Background: an optimization exercise with open tools, aiming at small area and a short achievable clock period. Do not read the settings as production practice. RTL that was checked went through simulation tests only; none was proved equivalent to the original. Only the layout flow was run in run 2; the RTL was not checked for function there. Power is estimated from default activity; no workload was simulated.

==> flow/design.v (outline; a module is shown in full before it is edited, if it fits) <==
// module abs_difference: 8 lines
// module SAD_4x8: 1384 lines
// module control: 28 lines
// module top_level: 165 lines
module top_level
#(parameter WIDTH = 8)
(
	input clk, rst, init, finish, ack,
	input [WIDTH-1:0]
		ori_0,
		ori_1,
		ori_2,
		ori_3,
		ori_4,
		ori_5,
		ori_6,
		ori_7,
		ori_8,
		ori_9,
		ori_10,
		ori_11,
		ori_12,
		ori_13,
		ori_14,
		ori_15,
		ori_16,
		ori_17,
		ori_18,
		ori_19,
		ori_20,
		ori_21,
		ori_22,
		ori_23,
		ori_24,
		ori_25,
		ori_26,
		ori_27,
		ori_28,
		ori_29,
		ori_30,
		ori_31,
		can_0,
		can_1,
		can_2,
		can_3,
		can_4,
		can_5,
		can_6,
		can_7,
		can_8,
		can_9,
		can_10,
		can_11,
		can_12,
		can_13,
		can_14,
		can_15,
		can_16,
		can_17,
		can_18,
		can_19,
		can_20,
		can_21,
		can_22,
		can_23,
		can_24,
		can_25,
		can_26,
		can_27,
		can_28,
		can_29,
		can_30,
		can_31,
	output done,
	output [WIDTH+4:0] out_sad
	);
  // ...
==> flow/flow/run.sh <==
#!/bin/bash
# The standard layout with two changes:
#  - the port buffers are buf_1 cells (buffer_ports otherwise picks the slow,
#    large clkdlybuf4s50_1); repair_design and repair_timing still resize them.
#  - synthesis maps the logic with abc_speed.script from this folder: the
#    standard script's delay mapping without its final buffering and sizing
#    passes, so the netlist starts small and the layout's repair_timing sizes
#    up only the paths that need it. Registers, flattening and renaming are
#    exactly as in the standard flow's synthesis (synth_recipe.tcl is used unchanged).
set -euo pipefail
export BUFFER_PORTS_ARGS="-buffer_cell sky130_fd_sc_hd__buf_1"
rm -rf scripts_abc
cp -r "$FLOW_HOME/scripts" scripts_abc
cp flow/abc_speed.script scripts_abc/abc_speed.script
export SCRIPTS_DIR="$PWD/scripts_abc"
bash standard.sh finish > standard.log 2>&1
==> flow/flow/abc_speed.script <==
strash
&get -n
&st
&dch
&nf
&put
==> flow/standard.sh <==
#!/bin/bash
# synth_recipe.tcl (not shown) runs the flow's synth.tcl, then flattens the netlist and writes it again
# the make line also repeats each setting of config.mk as NAME=value (left out here)
make -C /OpenROAD-flow-scripts/flow DESIGN_CONFIG=/design/flow/config.mk WORK_HOME=/design/flow/orfs CLKGATE_MAP_FILE= SYNTH_SCRIPT=/design/flow/synth_recipe.tcl "${@:-finish}"
==> flow/config.mk <==
export PLATFORM = sky130hd
export DESIGN_NAME = top_level
export DESIGN_NICKNAME = top_level
export VERILOG_FILES = /design/flow/design.v
export SDC_FILE = /design/flow/constraint.sdc
export NUM_CORES = 4
export LEC_CHECK = 0
export CAP_MARGIN = 20
export CORE_MARGIN = 2
export CORE_UTILIZATION = 40
export SETUP_SLACK_MARGIN = 2.8
export SLEW_MARGIN = 20
==> flow/constraint.sdc <==
create_clock -name core_clock -period 5.8 [get_ports {clk}]
set_input_delay 1.1600 -clock core_clock [delete_from_list [all_inputs] [get_ports {clk}]]
set_output_delay 1.1600 -clock core_clock [all_outputs]
set_load 0.01 [all_outputs]
==> flow_summary.json, run 1 <==
{
  "run_status": "no timing/DRC/antenna violations",
  "clock_area_share_pct": 3.031,
  "fillerInstances": 5466,
  "final_cell_mix": "clkinv_1, buf_1, dfxtp_1",
  "detail_route.wl_per_cell_um": 17.82,
  "dieWidth_um": 250.3,
  "period_utilisation_layout_pct": 53.62,
  "synthXorXnorAreaFrac_pct": 15.16,
  "cts.path.max_buffers": 3,
  "cp-end-kind": "register",
  "final_util_pct": 53.89,
  "drt_first_pass_iters": 5,
  "power_leader": "combinational cells",
  "drive_gt1_share_pct": 21.45,
  "worst_r2r_startpoint": "b_SAD_4x8.ra[68]",
  "hold-path-cell-count": 0,
  "final.signal_buffer_count": 611,
  "startpoint_type": "register",
  "max_cap_viol_count": 0,
  "via_count": 18560,
  "layout-area-overhead-vs-synth_pct": 33.53,
  "seq-cell-share_pct": 16.11,
  "critical_path_cell_count": 7,
  "tritoncts": "built",
  "globalRouteMet1Util_pct": 30.20,
  "crit_path_frequent_cell": "fa_1",
  "initial_utilization_pct": 40.36,
  "setup_viol": 0,
  "drt_iter0_drc": 506,
  "syn_nets": 3611,
  "largest_class": "multi-input gates"
}
==> module top_level, before the edit <==
module top_level
#(parameter WIDTH = 8)
(
	input clk, rst, init, finish, ack,
	input [WIDTH-1:0]
		ori_0,
		ori_1,
		ori_2,
		ori_3,
		ori_4,
		ori_5,
		ori_6,
		ori_7,
		ori_8,
		ori_9,
		ori_10,
		ori_11,
		ori_12,
		ori_13,
		ori_14,
		ori_15,
		ori_16,
		ori_17,
		ori_18,
		ori_19,
		ori_20,
		ori_21,
		ori_22,
		ori_23,
		ori_24,
		ori_25,
		ori_26,
		ori_27,
		ori_28,
		ori_29,
		ori_30,
		ori_31,
		can_0,
		can_1,
		can_2,
		can_3,
		can_4,
		can_5,
		can_6,
		can_7,
		can_8,
		can_9,
		can_10,
		can_11,
		can_12,
		can_13,
		can_14,
		can_15,
		can_16,
		can_17,
		can_18,
		can_19,
		can_20,
		can_21,
		can_22,
		can_23,
		can_24,
		can_25,
		can_26,
		can_27,
		can_28,
		can_29,
		can_30,
		can_31,
	output done,
	output [WIDTH+4:0] out_sad
	);
	wire idle, en;
	wire [12:0] sum;
	control b_control(
		.clk(clk),
		.rst(rst),
		.init(init),
		.finish(finish),
		.ack(ack),
		.done(done),
		.idle(idle),
		.en(en)
		);
	SAD_4x8 b_SAD_4x8(
		.clk(clk),
		.ori_0(ori_0),
		.ori_1(ori_1),
		.ori_2(ori_2),
		.ori_3(ori_3),
		.ori_4(ori_4),
		.ori_5(ori_5),
		.ori_6(ori_6),
		.ori_7(ori_7),
		.ori_8(ori_8),
		.ori_9(ori_9),
		.ori_10(ori_10),
		.ori_11(ori_11),
		.ori_12(ori_12),
		.ori_13(ori_13),
		.ori_14(ori_14),
		.ori_15(ori_15),
		.ori_16(ori_16),
		.ori_17(ori_17),
		.ori_18(ori_18),
		.ori_19(ori_19),
		.ori_20(ori_20),
		.ori_21(ori_21),
		.ori_22(ori_22),
		.ori_23(ori_23),
		.ori_24(ori_24),
		.ori_25(ori_25),
		.ori_26(ori_26),
		.ori_27(ori_27),
		.ori_28(ori_28),
		.ori_29(ori_29),
		.ori_30(ori_30),
		.ori_31(ori_31),
		.can_0(can_0),
		.can_1(can_1),
		.can_2(can_2),
		.can_3(can_3),
		.can_4(can_4),
		.can_5(can_5),
		.can_6(can_6),
		.can_7(can_7),
		.can_8(can_8),
		.can_9(can_9),
		.can_10(can_10),
		.can_11(can_11),
		.can_12(can_12),
		.can_13(can_13),
		.can_14(can_14),
		.can_15(can_15),
		.can_16(can_16),
		.can_17(can_17),
		.can_18(can_18),
		.can_19(can_19),
		.can_20(can_20),
		.can_21(can_21),
		.can_22(can_22),
		.can_23(can_23),
		.can_24(can_24),
		.can_25(can_25),
		.can_26(can_26),
		.can_27(can_27),
		.can_28(can_28),
		.can_29(can_29),
		.can_30(can_30),
		.can_31(can_31),
		.sum_out(sum)
		);
	reg en_1, en_2;
	reg [12:0] total;
	always @(posedge clk)
	begin
		en_1 <= en;
		en_2 <= en_1;
		if (idle)
			total <= 0;
		else if (en_1)
			total <= en_2 ? sum : 13'd0;
	end
	assign out_sad = total;
endmodule
==> inputs of run 2 (changes only) <==
--- a/flow/design.v
+++ b/flow/design.v
@@ -69,17 +69,20 @@
 		can_24,
 		can_25,
 		can_26,
 		can_27,
 		can_28,
 		can_29,
 		can_30,
 		can_31,
-	output [12:0] sum_out
+	input clr,    
+	input upd,    
+	input take,   
+	output [12:0] out_sad
 );
 	wire [8:0] t_0 = {1'b0, ori_0} + {1'b0, ~can_0};
 	wire c_0 = t_0[8];
 	wire [7:0] y_0 = t_0[7:0] ^ {8{~c_0}};
 	wire [8:0] t_1 = {1'b0, ori_1} + {1'b0, ~can_1};
 	wire c_1 = t_1[8];
 	wire [7:0] y_1 = t_1[7:0] ^ {8{~c_1}};
 	wire [8:0] t_2 = {1'b0, ori_2} + {1'b0, ~can_2};
@@ -264,17 +267,17 @@
 	wire [7:0] y_31 = t_31[7:0] ^ {8{~c_31}};
 	wire d0_31 = ori_31[0] ^ can_31[0];
 	wire p1_31 = c_31 & t_31[0];
 	wire d1_31 = y_31[1] ^ p1_31;
 	wire p2_31 = p1_31 & t_31[1];
 	wire d2_31 = y_31[2] ^ p2_31;
 	wire p3_31 = p2_31 & t_31[2];
 	reg [195:0] ra;
-	reg [44:0] rb;
+	reg [62:0] rb;
 	wire s1;
 	wire c2;
 	wire s3;
 	wire c4;
 	wire s5;
 	wire c6;
 	wire s7;
 	wire c8;
@@ -824,17 +827,17 @@
 	wire c552;
 	wire s553;
 	wire c554;
 	wire s555;
 	wire c556;
 	always @(posedge clk)
 		ra <= {c184, c182, c180, c178, c176, c174, c172, c170, c168, c166, s183, s181, s179, s177, s175, s173, s171, s169, s167, s165, c164, c162, c160, c158, c156, c154, c152, c150, c148, c146, y_31[7], y_30[7], s163, s161, s159, s157, s155, s153, s151, s149, s147, s145, c144, c142, c140, c138, c136, c134, c132, c130, c128, c126, y_31[6], y_30[6], s143, s141, s139, s137, s135, s133, s131, s129, s127, s125, c124, c122, c120, c118, c116, c114, c112, c110, c108, c106, y_31[5], y_30[5], s123, s121, s119, s117, s115, s113, s111, s109, s107, s105, c104, c102, c100, c98, c96, c94, c92, c90, c88, c86, c84, c82, c80, y_31[4], y_30[4], s103, s101, s99, s97, s95, s93, s91, s89, s87, s85, s83, s81, s79, c78, c76, c74, c72, c70, c68, c66, c64, c62, c60, c58, c56, c54, p3_31, s77, s75, s73, s71, s69, s67, s65, s63, s61, s59, s57, s55, s53, c52, c50, c48, c46, c44, c42, c40, c38, c36, c34, c32, c30, c28, d2_31, s51, s49, s47, s45, s43, s41, s39, s37, s35, s33, s31, s29, s27, c26, c24, c22, c20, c18, c16, c14, c12, c10, c8, c6, c4, c2, d1_31, s25, s23, s21, s19, s17, s15, s13, s11, s9, s7, s5, s3, s1, d0_31};
 	always @(posedge clk)
-		rb <= {c510, s509, c508, c506, c470, s507, s505, c504, c502, s503, s501, c500, c498, s499, s497, c496, c494, s495, s493, c492, c490, s491, s489, c488, c486, s487, s485, c484, c482, s483, s481, c480, c478, s479, s477, c476, c474, s475, s473, c472, s421, s471, s415, s413, s349};
+		rb <= {c470, c468, c466, s469, s467, s465, c464, c462, c460, s463, s461, s459, c458, c456, c454, s457, s455, s453, c452, c450, c448, s451, s449, s447, c446, c444, c442, s445, s443, s441, c440, c438, c436, s439, s437, s435, c434, c432, c430, s433, s431, s429, c428, c426, c424, s427, s425, s423, c422, c420, c418, s421, s419, s417, c416, c414, s355, s415, s413, s349, s347, s259, ra[13]};
 	assign s1 = y_0[0] ^ c_0 ^ y_1[0];
 	assign c2 = (y_0[0] & c_0) | (y_0[0] & y_1[0]) | (c_0 & y_1[0]);
 	assign s3 = c_1 ^ y_2[0] ^ c_2;
 	assign c4 = (c_1 & y_2[0]) | (c_1 & c_2) | (y_2[0] & c_2);
 	assign s5 = y_3[0] ^ c_3 ^ y_4[0];
 	assign c6 = (y_3[0] & c_3) | (y_3[0] & y_4[0]) | (c_3 & y_4[0]);
 	assign s7 = c_4 ^ y_5[0] ^ c_5;
 	assign c8 = (c_4 & y_5[0]) | (c_4 & c_5) | (y_5[0] & c_5);
@@ -1295,105 +1298,124 @@
 	assign s463 = s407 ^ s409 ^ s411;
 	assign c464 = (s407 & s409) | (s407 & s411) | (s409 & s411);
 	assign s465 = c340 ^ c342 ^ c344;
 	assign c466 = (c340 & c342) | (c340 & c344) | (c342 & c344);
 	assign s467 = c346 ^ c406 ^ c408;
 	assign c468 = (c346 & c406) | (c346 & c408) | (c406 & c408);
 	assign s469 = c410 ^ c412;
 	assign c470 = c410 & c412;
-	assign s471 = ra[13] ^ s259 ^ s347;
-	assign c472 = (ra[13] & s259) | (ra[13] & s347) | (s259 & s347);
-	assign s473 = s355 ^ c414 ^ c416;
-	assign c474 = (s355 & c414) | (s355 & c416) | (c414 & c416);
-	assign s475 = s417 ^ s419;
-	assign c476 = s417 & s419;
-	assign s477 = c418 ^ c420 ^ c422;
-	assign c478 = (c418 & c420) | (c418 & c422) | (c420 & c422);
-	assign s479 = s423 ^ s425 ^ s427;
-	assign c480 = (s423 & s425) | (s423 & s427) | (s425 & s427);
-	assign s481 = c424 ^ c426 ^ c428;
-	assign c482 = (c424 & c426) | (c424 & c428) | (c426 & c428);
-	assign s483 = s429 ^ s431 ^ s433;
-	assign c484 = (s429 & s431) | (s429 & s433) | (s431 & s433);
-	assign s485 = c430 ^ c432 ^ c434;
-	assign c486 = (c430 & c432) | (c430 & c434) | (c432 & c434);
-	assign s487 = s435 ^ s437 ^ s439;
-	assign c488 = (s435 & s437) | (s435 & s439) | (s437 & s439);
-	assign s489 = c436 ^ c438 ^ c440;
-	assign c490 = (c436 & c438) | (c436 & c440) | (c438 & c440);
-	assign s491 = s441 ^ s443 ^ s445;
-	assign c492 = (s441 & s443) | (s441 & s445) | (s443 & s445);
-	assign s493 = c442 ^ c444 ^ c446;
-	assign c494 = (c442 & c444) | (c442 & c446) | (c444 & c446);
-	assign s495 = s447 ^ s449 ^ s451;
-	assign c496 = (s447 & s449) | (s447 & s451) | (s449 & s451);
-	assign s497 = c448 ^ c450 ^ c452;
-	assign c498 = (c448 & c450) | (c448 & c452) | (c450 & c452);
-	assign s499 = s453 ^ s455 ^ s457;
-	assign c500 = (s453 & s455) | (s453 & s457) | (s455 & s457);
-	assign s501 = c454 ^ c456 ^ c458;
-	assign c502 = (c454 & c456) | (c454 & c458) | (c456 & c458);
-	assign s503 = s459 ^ s461 ^ s463;
-	assign c504 = (s459 & s461) | (s459 & s463) | (s461 & s463);
-	assign s505 = c460 ^ c462 ^ c464;
-	assign c506 = (c460 & c462) | (c460 & c464) | (c462 & c464);
-	assign s507 = s465 ^ s467 ^ s469;
-	assign c508 = (s465 & s467) | (s465 & s469) | (s467 & s469);
-	assign s509 = c466 ^ c468;
-	assign c510 = c466 & c468;
-	assign s511 = rb[0] ^ rb[1];
-	assign c512 = rb[0] & rb[1];
-	assign s513 = rb[4] ^ rb[5] ^ rb[6];
-	assign c514 = (rb[4] & rb[5]) | (rb[4] & rb[6]) | (rb[5] & rb[6]);
-	assign s515 = rb[8] ^ rb[9] ^ rb[10];
-	assign c516 = (rb[8] & rb[9]) | (rb[8] & rb[10]) | (rb[9] & rb[10]);
-	assign s517 = rb[12] ^ rb[13] ^ rb[14];
-	assign c518 = (rb[12] & rb[13]) | (rb[12] & rb[14]) | (rb[13] & rb[14]);
-	assign s519 = rb[16] ^ rb[17] ^ rb[18];
-	assign c520 = (rb[16] & rb[17]) | (rb[16] & rb[18]) | (rb[17] & rb[18]);
-	assign s521 = rb[20] ^ rb[21] ^ rb[22];
-	assign c522 = (rb[20] & rb[21]) | (rb[20] & rb[22]) | (rb[21] & rb[22]);
-	assign s523 = rb[24] ^ rb[25] ^ rb[26];
-	assign c524 = (rb[24] & rb[25]) | (rb[24] & rb[26]) | (rb[25] & rb[26]);
-	assign s525 = rb[28] ^ rb[29] ^ rb[30];
-	assign c526 = (rb[28] & rb[29]) | (rb[28] & rb[30]) | (rb[29] & rb[30]);
-	assign s527 = rb[32] ^ rb[33] ^ rb[34];
-	assign c528 = (rb[32] & rb[33]) | (rb[32] & rb[34]) | (rb[33] & rb[34]);
-	assign s529 = rb[36] ^ rb[37] ^ rb[38];
-	assign c530 = (rb[36] & rb[37]) | (rb[36] & rb[38]) | (rb[37] & rb[38]);
-	assign s531 = rb[40] ^ rb[41] ^ rb[42];
-	assign c532 = (rb[40] & rb[41]) | (rb[40] & rb[42]) | (rb[41] & rb[42]);
-	assign s533 = rb[2] ^ rb[3];
-	assign c534 = rb[2] & rb[3];
-	assign s535 = rb[7] ^ c512 ^ s513;
-	assign c536 = (rb[7] & c512) | (rb[7] & s513) | (c512 & s513);
-	assign s537 = rb[11] ^ c514 ^ s515;
-	assign c538 = (rb[11] & c514) | (rb[11] & s515) | (c514 & s515);
-	assign s539 = rb[15] ^ c516 ^ s517;
-	assign c540 = (rb[15] & c516) | (rb[15] & s517) | (c516 & s517);
-	assign s541 = rb[19] ^ c518 ^ s519;
-	assign c542 = (rb[19] & c518) | (rb[19] & s519) | (c518 & s519);
-	assign s543 = rb[23] ^ c520 ^ s521;
-	assign c544 = (rb[23] & c520) | (rb[23] & s521) | (c520 & s521);
-	assign s545 = rb[27] ^ c522 ^ s523;
-	assign c546 = (rb[27] & c522) | (rb[27] & s523) | (c522 & s523);
-	assign s547 = rb[31] ^ c524 ^ s525;
-	assign c548 = (rb[31] & c524) | (rb[31] & s525) | (c524 & s525);
-	assign s549 = rb[35] ^ c526 ^ s527;
-	assign c550 = (rb[35] & c526) | (rb[35] & s527) | (c526 & s527);
-	assign s551 = rb[39] ^ c528 ^ s529;
-	assign c552 = (rb[39] & c528) | (rb[39] & s529) | (c528 & s529);
-	assign s553 = rb[43] ^ c530 ^ s531;
-	assign c554 = (rb[43] & c530) | (rb[43] & s531) | (c530 & s531);
-	assign s555 = rb[44] ^ c532;
-	assign c556 = rb[44] & c532;
+	assign s471 = rb[0] ^ rb[1] ^ rb[2];
+	assign c472 = (rb[0] & rb[1]) | (rb[0] & rb[2]) | (rb[1] & rb[2]);
+	assign s473 = rb[6] ^ rb[7] ^ rb[8];
+	assign c474 = (rb[6] & rb[7]) | (rb[6] & rb[8]) | (rb[7] & rb[8]);
+	assign s475 = rb[9] ^ rb[10];
+	assign c476 = rb[9] & rb[10];
+	assign s477 = rb[12] ^ rb[13] ^ rb[14];
+	assign c478 = (rb[12] & rb[13]) | (rb[12] & rb[14]) | (rb[13] & rb[14]);
+	assign s479 = rb[15] ^ rb[16] ^ rb[17];
+	assign c480 = (rb[15] & rb[16]) | (rb[15] & rb[17]) | (rb[16] & rb[17]);
+	assign s481 = rb[18] ^ rb[19] ^ rb[20];
+	assign c482 = (rb[18] & rb[19]) | (rb[18] & rb[20]) | (rb[19] & rb[20]);
+	assign s483 = rb[21] ^ rb[22] ^ rb[23];
+	assign c484 = (rb[21] & rb[22]) | (rb[21] & rb[23]) | (rb[22] & rb[23]);
+	assign s485 = rb[24] ^ rb[25] ^ rb[26];
+	assign c486 = (rb[24] & rb[25]) | (rb[24] & rb[26]) | (rb[25] & rb[26]);
+	assign s487 = rb[27] ^ rb[28] ^ rb[29];
+	assign c488 = (rb[27] & rb[28]) | (rb[27] & rb[29]) | (rb[28] & rb[29]);
+	assign s489 = rb[30] ^ rb[31] ^ rb[32];
+	assign c490 = (rb[30] & rb[31]) | (rb[30] & rb[32]) | (rb[31] & rb[32]);
+	assign s491 = rb[33] ^ rb[34] ^ rb[35];
+	assign c492 = (rb[33] & rb[34]) | (rb[33] & rb[35]) | (rb[34] & rb[35]);
+	assign s493 = rb[36] ^ rb[37] ^ rb[38];
+	assign c494 = (rb[36] & rb[37]) | (rb[36] & rb[38]) | (rb[37] & rb[38]);
+	assign s495 = rb[39] ^ rb[40] ^ rb[41];
+	assign c496 = (rb[39] & rb[40]) | (rb[39] & rb[41]) | (rb[40] & rb[41]);
+	assign s497 = rb[42] ^ rb[43] ^ rb[44];
+	assign c498 = (rb[42] & rb[43]) | (rb[42] & rb[44]) | (rb[43] & rb[44]);
+	assign s499 = rb[45] ^ rb[46] ^ rb[47];
+	assign c500 = (rb[45] & rb[46]) | (rb[45] & rb[47]) | (rb[46] & rb[47]);
+	assign s501 = rb[48] ^ rb[49] ^ rb[50];
+	assign c502 = (rb[48] & rb[49]) | (rb[48] & rb[50]) | (rb[49] & rb[50]);
+	assign s503 = rb[51] ^ rb[52] ^ rb[53];
+	assign c504 = (rb[51] & rb[52]) | (rb[51] & rb[53]) | (rb[52] & rb[53]);
+	assign s505 = rb[54] ^ rb[55] ^ rb[56];
+	assign c506 = (rb[54] & rb[55]) | (rb[54] & rb[56]) | (rb[55] & rb[56]);
+	assign s507 = rb[57] ^ rb[58] ^ rb[59];
+	assign c508 = (rb[57] & rb[58]) | (rb[57] & rb[59]) | (rb[58] & rb[59]);
+	assign s509 = rb[60] ^ rb[61];
+	assign c510 = rb[60] & rb[61];
+	assign s511 = rb[3] ^ rb[4];
+	assign c512 = rb[3] & rb[4];
+	assign s513 = rb[11] ^ c472 ^ s473;
+	assign c514 = (rb[11] & c472) | (rb[11] & s473) | (c472 & s473);
+	assign s515 = c474 ^ c476 ^ s477;
+	assign c516 = (c474 & c476) | (c474 & s477) | (c476 & s477);
+	assign s517 = c478 ^ c480 ^ s481;
+	assign c518 = (c478 & c480) | (c478 & s481) | (c480 & s481);
+	assign s519 = c482 ^ c484 ^ s485;
+	assign c520 = (c482 & c484) | (c482 & s485) | (c484 & s485);
+	assign s521 = c486 ^ c488 ^ s489;
+	assign c522 = (c486 & c488) | (c486 & s489) | (c488 & s489);
+	assign s523 = c490 ^ c492 ^ s493;
+	assign c524 = (c490 & c492) | (c490 & s493) | (c492 & s493);
+	assign s525 = c494 ^ c496 ^ s497;
+	assign c526 = (c494 & c496) | (c494 & s497) | (c496 & s497);
+	assign s527 = c498 ^ c500 ^ s501;
+	assign c528 = (c498 & c500) | (c498 & s501) | (c500 & s501);
+	assign s529 = c502 ^ c504 ^ s505;
+	assign c530 = (c502 & c504) | (c502 & s505) | (c504 & s505);
+	assign s531 = rb[62] ^ c506 ^ c508;
+	assign c532 = (rb[62] & c506) | (rb[62] & c508) | (c506 & c508);
+	assign s533 = rb[5] ^ s471;
+	assign c534 = rb[5] & s471;
+	assign s535 = s475 ^ c512 ^ s513;
+	assign c536 = (s475 & c512) | (s475 & s513) | (c512 & s513);
+	assign s537 = s479 ^ c514 ^ s515;
+	assign c538 = (s479 & c514) | (s479 & s515) | (c514 & s515);
+	assign s539 = s483 ^ c516 ^ s517;
+	assign c540 = (s483 & c516) | (s483 & s517) | (c516 & s517);
+	assign s541 = s487 ^ c518 ^ s519;
+	assign c542 = (s487 & c518) | (s487 & s519) | (c518 & s519);
+	assign s543 = s491 ^ c520 ^ s521;
+	assign c544 = (s491 & c520) | (s491 & s521) | (c520 & s521);
+	assign s545 = s495 ^ c522 ^ s523;
+	assign c546 = (s495 & c522) | (s495 & s523) | (c522 & s523);
+	assign s547 = s499 ^ c524 ^ s525;
+	assign c548 = (s499 & c524) | (s499 & s525) | (c524 & s525);
+	assign s549 = s503 ^ c526 ^ s527;
+	assign c550 = (s503 & c526) | (s503 & s527) | (c526 & s527);
+	assign s551 = s507 ^ c528 ^ s529;
+	assign c552 = (s507 & c528) | (s507 & s529) | (c528 & s529);
+	assign s553 = s509 ^ c530 ^ s531;
+	assign c554 = (s509 & c530) | (s509 & s531) | (c530 & s531);
+	assign s555 = c510 ^ c532;
+	assign c556 = c510 & c532;
 	wire [12:0] op_a = {c556, c554, c552, c550, c548, c546, c544, c542, c540, c538, c536, c534, s511};
 	wire [12:0] op_b = {1'b0, s555, s553, s551, s549, s547, s545, s543, s541, s539, s537, s535, s533};
-	assign sum_out = op_a + op_b;
+	wire [6:0] lo = op_a[5:0] + op_b[5:0];
+	wire [6:0] nxt_a = op_a[12:6];
+	wire [5:0] nxt_b = {op_b[11], op_b[10], op_b[9], op_b[8], op_b[7], op_b[6]};
+	reg [5:0] t_lo;
+	reg t_c;
+	reg [6:0] t_a;
+	reg [5:0] t_b;
+	always @(posedge clk)
+	begin
+		if (clr | (upd & ~take))
+		begin
+			t_lo <= 0; t_c <= 0; t_a <= 0; t_b <= 0;
+		end
+		else if (upd)
+		begin
+			t_lo <= lo[5:0]; t_c <= lo[6]; t_a <= nxt_a; t_b <= nxt_b;
+		end
+	end
+	wire [6:0] hi_b = {1'b0, t_b[5], t_b[4], t_b[3], t_b[2], t_b[1], t_b[0]};
+	assign out_sad = {t_a + hi_b + t_c, t_lo};
 endmodule
 module control
 (
 	input  clk, rst, init, finish, ack,
 	output done,   
 	output idle,   
 	output en      
 );
@@ -1486,27 +1508,32 @@
 		can_28,
 		can_29,
 		can_30,
 		can_31,
 	output done,
 	output [WIDTH+4:0] out_sad
 	);
 	wire idle, en;
-	wire [12:0] sum;
 	control b_control(
 		.clk(clk),
 		.rst(rst),
 		.init(init),
 		.finish(finish),
 		.ack(ack),
 		.done(done),
 		.idle(idle),
 		.en(en)
 		);
+	reg en_1, en_2;
+	always @(posedge clk)
+	begin
+		en_1 <= en;
+		en_2 <= en_1;
+	end
 	SAD_4x8 b_SAD_4x8(
 		.clk(clk),
 		.ori_0(ori_0),
 		.ori_1(ori_1),
 		.ori_2(ori_2),
 		.ori_3(ori_3),
 		.ori_4(ori_4),
 		.ori_5(ori_5),
@@ -1563,23 +1590,14 @@
 		.can_24(can_24),
 		.can_25(can_25),
 		.can_26(can_26),
 		.can_27(can_27),
 		.can_28(can_28),
 		.can_29(can_29),
 		.can_30(can_30),
 		.can_31(can_31),
-		.sum_out(sum)
+		.clr(idle),
+		.upd(en_1),
+		.take(en_2),
+		.out_sad(out_sad)
 		);
-	reg en_1, en_2;
-	reg [12:0] total;
-	always @(posedge clk)
-	begin
-		en_1 <= en;
-		en_2 <= en_1;
-		if (idle)
-			total <= 0;
-		else if (en_1)
-			total <= en_2 ? sum : 13'd0;
-	end
-	assign out_sad = total;
 endmodule
==> flow/flow/run.sh (replaced) <==
#!/bin/bash
# The standard layout, except that the port buffers are buf_1 cells
# (buffer_ports otherwise picks the slow, large clkdlybuf4s50_1). repair_design
# and repair_timing still resize them as they do any buffer.
set -euo pipefail
export BUFFER_PORTS_ARGS="-buffer_cell sky130_fd_sc_hd__buf_1"
bash standard.sh finish > standard.log 2>&1
==> flow/config.mk (replaced) <==
export PLATFORM = sky130hd
export DESIGN_NAME = top_level
export DESIGN_NICKNAME = top_level
export VERILOG_FILES = /design/flow/design.v
export SDC_FILE = /design/flow/constraint.sdc
export NUM_CORES = 4
export LEC_CHECK = 0
export ABC_AREA = 1
export CAP_MARGIN = 20
export CORE_MARGIN = 2
export CORE_UTILIZATION = 40
export SLEW_MARGIN = 20
removed: flow/flow/abc_speed.script
==> flow_summary.json, run 2 <==
{
  "setup_viol": 0,
  "global_route_wire_length_before_repair_um": 122900,
  "nNetsFinal": 5567,
  "syn_nets": 5011,
  "hold_ws_ps": 331.6,
  "largest-register": "b_SAD_4x8.ra",
  "timing.slew.headroom_pct": 40.46,
  "numCtsBuffers": 30,
  "cells_taking_the_most_area_after_synthesis": "fa_1, dfxtp_1, inv_1",
  "layout-area-overhead-vs-synth_pct": 14.14,
  "post-route-drc-count": 0,
  "drt_iter0_drc": 1040,
  "initial_utilization_pct": 40.50,
  "distinct_cell_type_count_after_synthesis": 38,
  "synth-warning-count": 3,
  "worst_ep_arrival_time_ps": 2300,
  "r2r_setup_slack_ps": 2560,
  "period_utilisation_layout_pct": 59.67,
  "ys_ff_latch": 284,
  "routed_wirelength_um": 78710,
  "max_cap_viol_count": 0,
  "hold-path-cell-count": 0,
  "worst_r2r_endpoint": "b_SAD_4x8.t_lo[4]",
  "grt_setup_unrepaired": "no",
  "number_of_resized_instances_in_the_post_cts_repair_step": 0,
  "rows": 98,
  "grt_pass1_vias": 23900,
  "hold_class": "register to register",
  "power_density_mw_per_mm2": 492.5,
  "syn_inst": 3919,
  "startpoint_type": "register",
  "final_cell_mix": "nand2_1, inv_1, buf_1",
  "fillerInstances": 7377,
  "ys_seq_area_share_pct": 19.62,
  "grt_start_max_net_pins": 27,
  "power_leakage_nw": 18.71,
  "fp.coreArea_sq_mm": 0.07173,
  "ctsHtreeMaxLevel": 1,
  "drive_gt1_share_pct": 3.648,
  "multiInputGateArea_sq_mm": 0.01929,
  "crit_path_max_fanout": 3,
  "fmax_ghz": 0.2890,
  "cts.root.buffer_cell": "clkbuf_16",
  "final.setup.tns_ps": 0,
  "hpwlAfterDp_um": 70840,
  "min_to": "b_SAD_4x8.rb[0]",
  "max-vdd-ir-drop_mv": 0.5127,
  "final_critical_path_setup_slack_ps": 2339,
  "clkSlewWorstSetupHoldPaths_ps": 60,
  "post-synth-top-area-cell": "fa_1",
  "run_status": "no timing/DRC/antenna violations",
  "finalCriticalPeriod_ps": 3461,
  "grt_antenna_before_repair": 0,
  "dieWidth_um": 273.5,
  "via_count": 24200,
  "largestRegisters": "b_SAD_4x8.ra: 196 flops, b_SAD_4x8.rb: 63 flops, b_SAD_4x8.t_a: 7 flops",
  "crit_type": "register to primary output",
  "endpoint_required_time_on_the_critical_path_ps": 4640,
  "postRouteAntennaNets": 0,
  "tritoncts": "built",
  "synth-main-ff-cell": "dfxtp_1",
  "synth_top_area_share_pct": 20.19,
  "tightest_slew_ps": 891.9,
  "hp-start": "b_SAD_4x8.ra[13]",
  "area.sequential_sq_mm": 0.005700,
  "cp-end-kind": "primary output",
  "synthesis.area_sq_mm": 0.02905,
  "final-hold-violation-count": 0,
  "finalWeightedCongestion": 0.9015,
  "cts.sink_count": 284,
  "port_buffers": 530,
  "io_pins": 531,
  "dp_worst_setup_slack_ps": 2331,
  "ys_top_cells_by_count": "inv_1, nand2_1, nand3_1",
  "overflow": 0,
  "cts.path.max_buffers": 3,
  "detail_route.wl_per_cell_um": 14.46,
  "floorplan.die.height_um": 273.5,
  "syn_avg_cell_area_sq_um": 7.413,
  "postCtsHoldBufs": 0,
  "asyncSetResetFlopFracSynth_pct": 1.056,
  "clk-insertion-delay-late_ps": 570,
  "buffers_inserted_during_post_cts_setup_optimization": 0,
  "post_drt_via_cell_ratio": 4.445,
  "largest_register_ffs": 196,
  "timing.reg2reg.worst_path_depth": 12,
  "number_of_flops_mapped_to_enable_cells_by_yosys": 0,
  "fin_skew_ps": 11.35,
  "worst_r2r_startpoint": "b_SAD_4x8.rb[0]",
  "final_max_slew_viol_count": 0,
  "die-area_sq_mm": 0.07480,
  "diodes": 0,
  "drt_first_pass_iters": 5,
  "grt.total_usage_pct": 20.94
}
-- run 2: critical path, cell delays in order (launching register included) --
cell and delay (ps):
dfxtp_1 310, inv_1 60, fa_1 400, inv_1 120, fa_1 250, nand4_1 110, nand3_1 90, xor2_1 160
buf_1 230
-- run 2: through the flow --
stage / std cells / power (mW) / instance area, sq um / utilization [%]
CTS: 5445 / 16.61 / 33160 / 46.23
global placement: 5393 / 14.30 / 32190 / 44.87
global route: 5445 / 18.37 / 33160 / 46.23
floorplan: 3919 / 10.90 / 29050 / -
finish: 5445 / 16.33 / 33160 / 46.23
detailed placement: 5393 / 14.60 / 32190 / 44.87
-- run 2: cell type report --
type                            instances  share of cell area, %
Multi-Input combinational cell       2559                  58.18
Clock buffer                           42                  2.619
Tap cell                              950                  3.584
Timing Repair Buffer                  530                  5.999
Clock inverter                         10                 0.3169
Sequential cell                       284                  17.19
Inverter                             1070                  12.11
-- run 2: logic make-up (layout without fill, tap and decap cells) --
logic type                 after synthesis  after routing  synth area share (%)
DFF                                    284            284                 19.62
and+or+nand+nor                       1571           1571                 23.22
buffers and inverters                 1076           1652                 13.97
adders and majority gates              575            575                 32.34
AOI/OAI and AO/OA                      186            186                 4.005
xor gates and xnor gates               227            227                 6.844
-- run 2: per-layer routing --
metal	wire [um]	vias up	GRT usage, %	share of wire [%]
met3	2459	62	1.842	3.1
met4	1217	0	3.178	1.5
li1	-	12750	-	-
met1	36340	11000	27.77	46
met2	38690	398	37.61	49
met5	0	-	0	0
-- run 2: how the worst max path moves through the flow --
stage	startpoint	end	slack, ps	depth (start not counted)
after floorplan	can_4[0]	b_SAD_4x8.ra[133]	2780	13
after global placement	can_0[0]	b_SAD_4x8.ra[28]	2390	12
after detailed placement	can_0[0]	b_SAD_4x8.ra[28]	2330	12
after CTS	b_SAD_4x8.t_b[0]	out_sad[12]	2290	8
after global routing	b_SAD_4x8.t_b[0]	out_sad[12]	2150	8
final	b_SAD_4x8.t_b[0]	out_sad[12]	2340	8
-- run 2: power by group --
group | switching, mW | internal (mW) | total (mW)
Clock | 0.792 | 1.12 | 1.92
Sequential | 0.573 | 3.06 | 3.63
Combinational | 6.46 | 4.33 | 10.8
Total | 7.82 | 8.51 | 16.3

afterwards: timing with drivers on the ports:
No port has a modelled driver above. Below, the same layouts with a new extraction and two added sets of constraints. Step 1 (the two cells are an assumption about what drives the block):
set clk [get_ports {clk}]
set_driving_cell -lib_cell sky130_fd_sc_hd__clkbuf_16 $clk
set_driving_cell -lib_cell sky130_fd_sc_hd__buf_2 [delete_from_list [all_inputs] $clk]
Step 2 times the ports against the registers' clock, not the clock port: input delays grow and output delays shrink by t, the midpoint of the rising clock arrivals with the driver on. Three values: ideal ports, drivers, drivers and shift; two values: the first two.
| run | t, ns | setup slack, ns | worst data-port slew with drivers (ns) |
|---|---|---|---|
| run 1 | 0.619 | 2.690 / 2.690 / 2.149 | 0.08 |
| run 2 | 0.624 | 2.339 / 2.277 / 2.379 | 0.06 |
After both steps setup and hold are still met in every run listed. The setup slack of run 1, which loses most, moves by 0.000 ns with the drivers and by -0.541 ns with both steps.
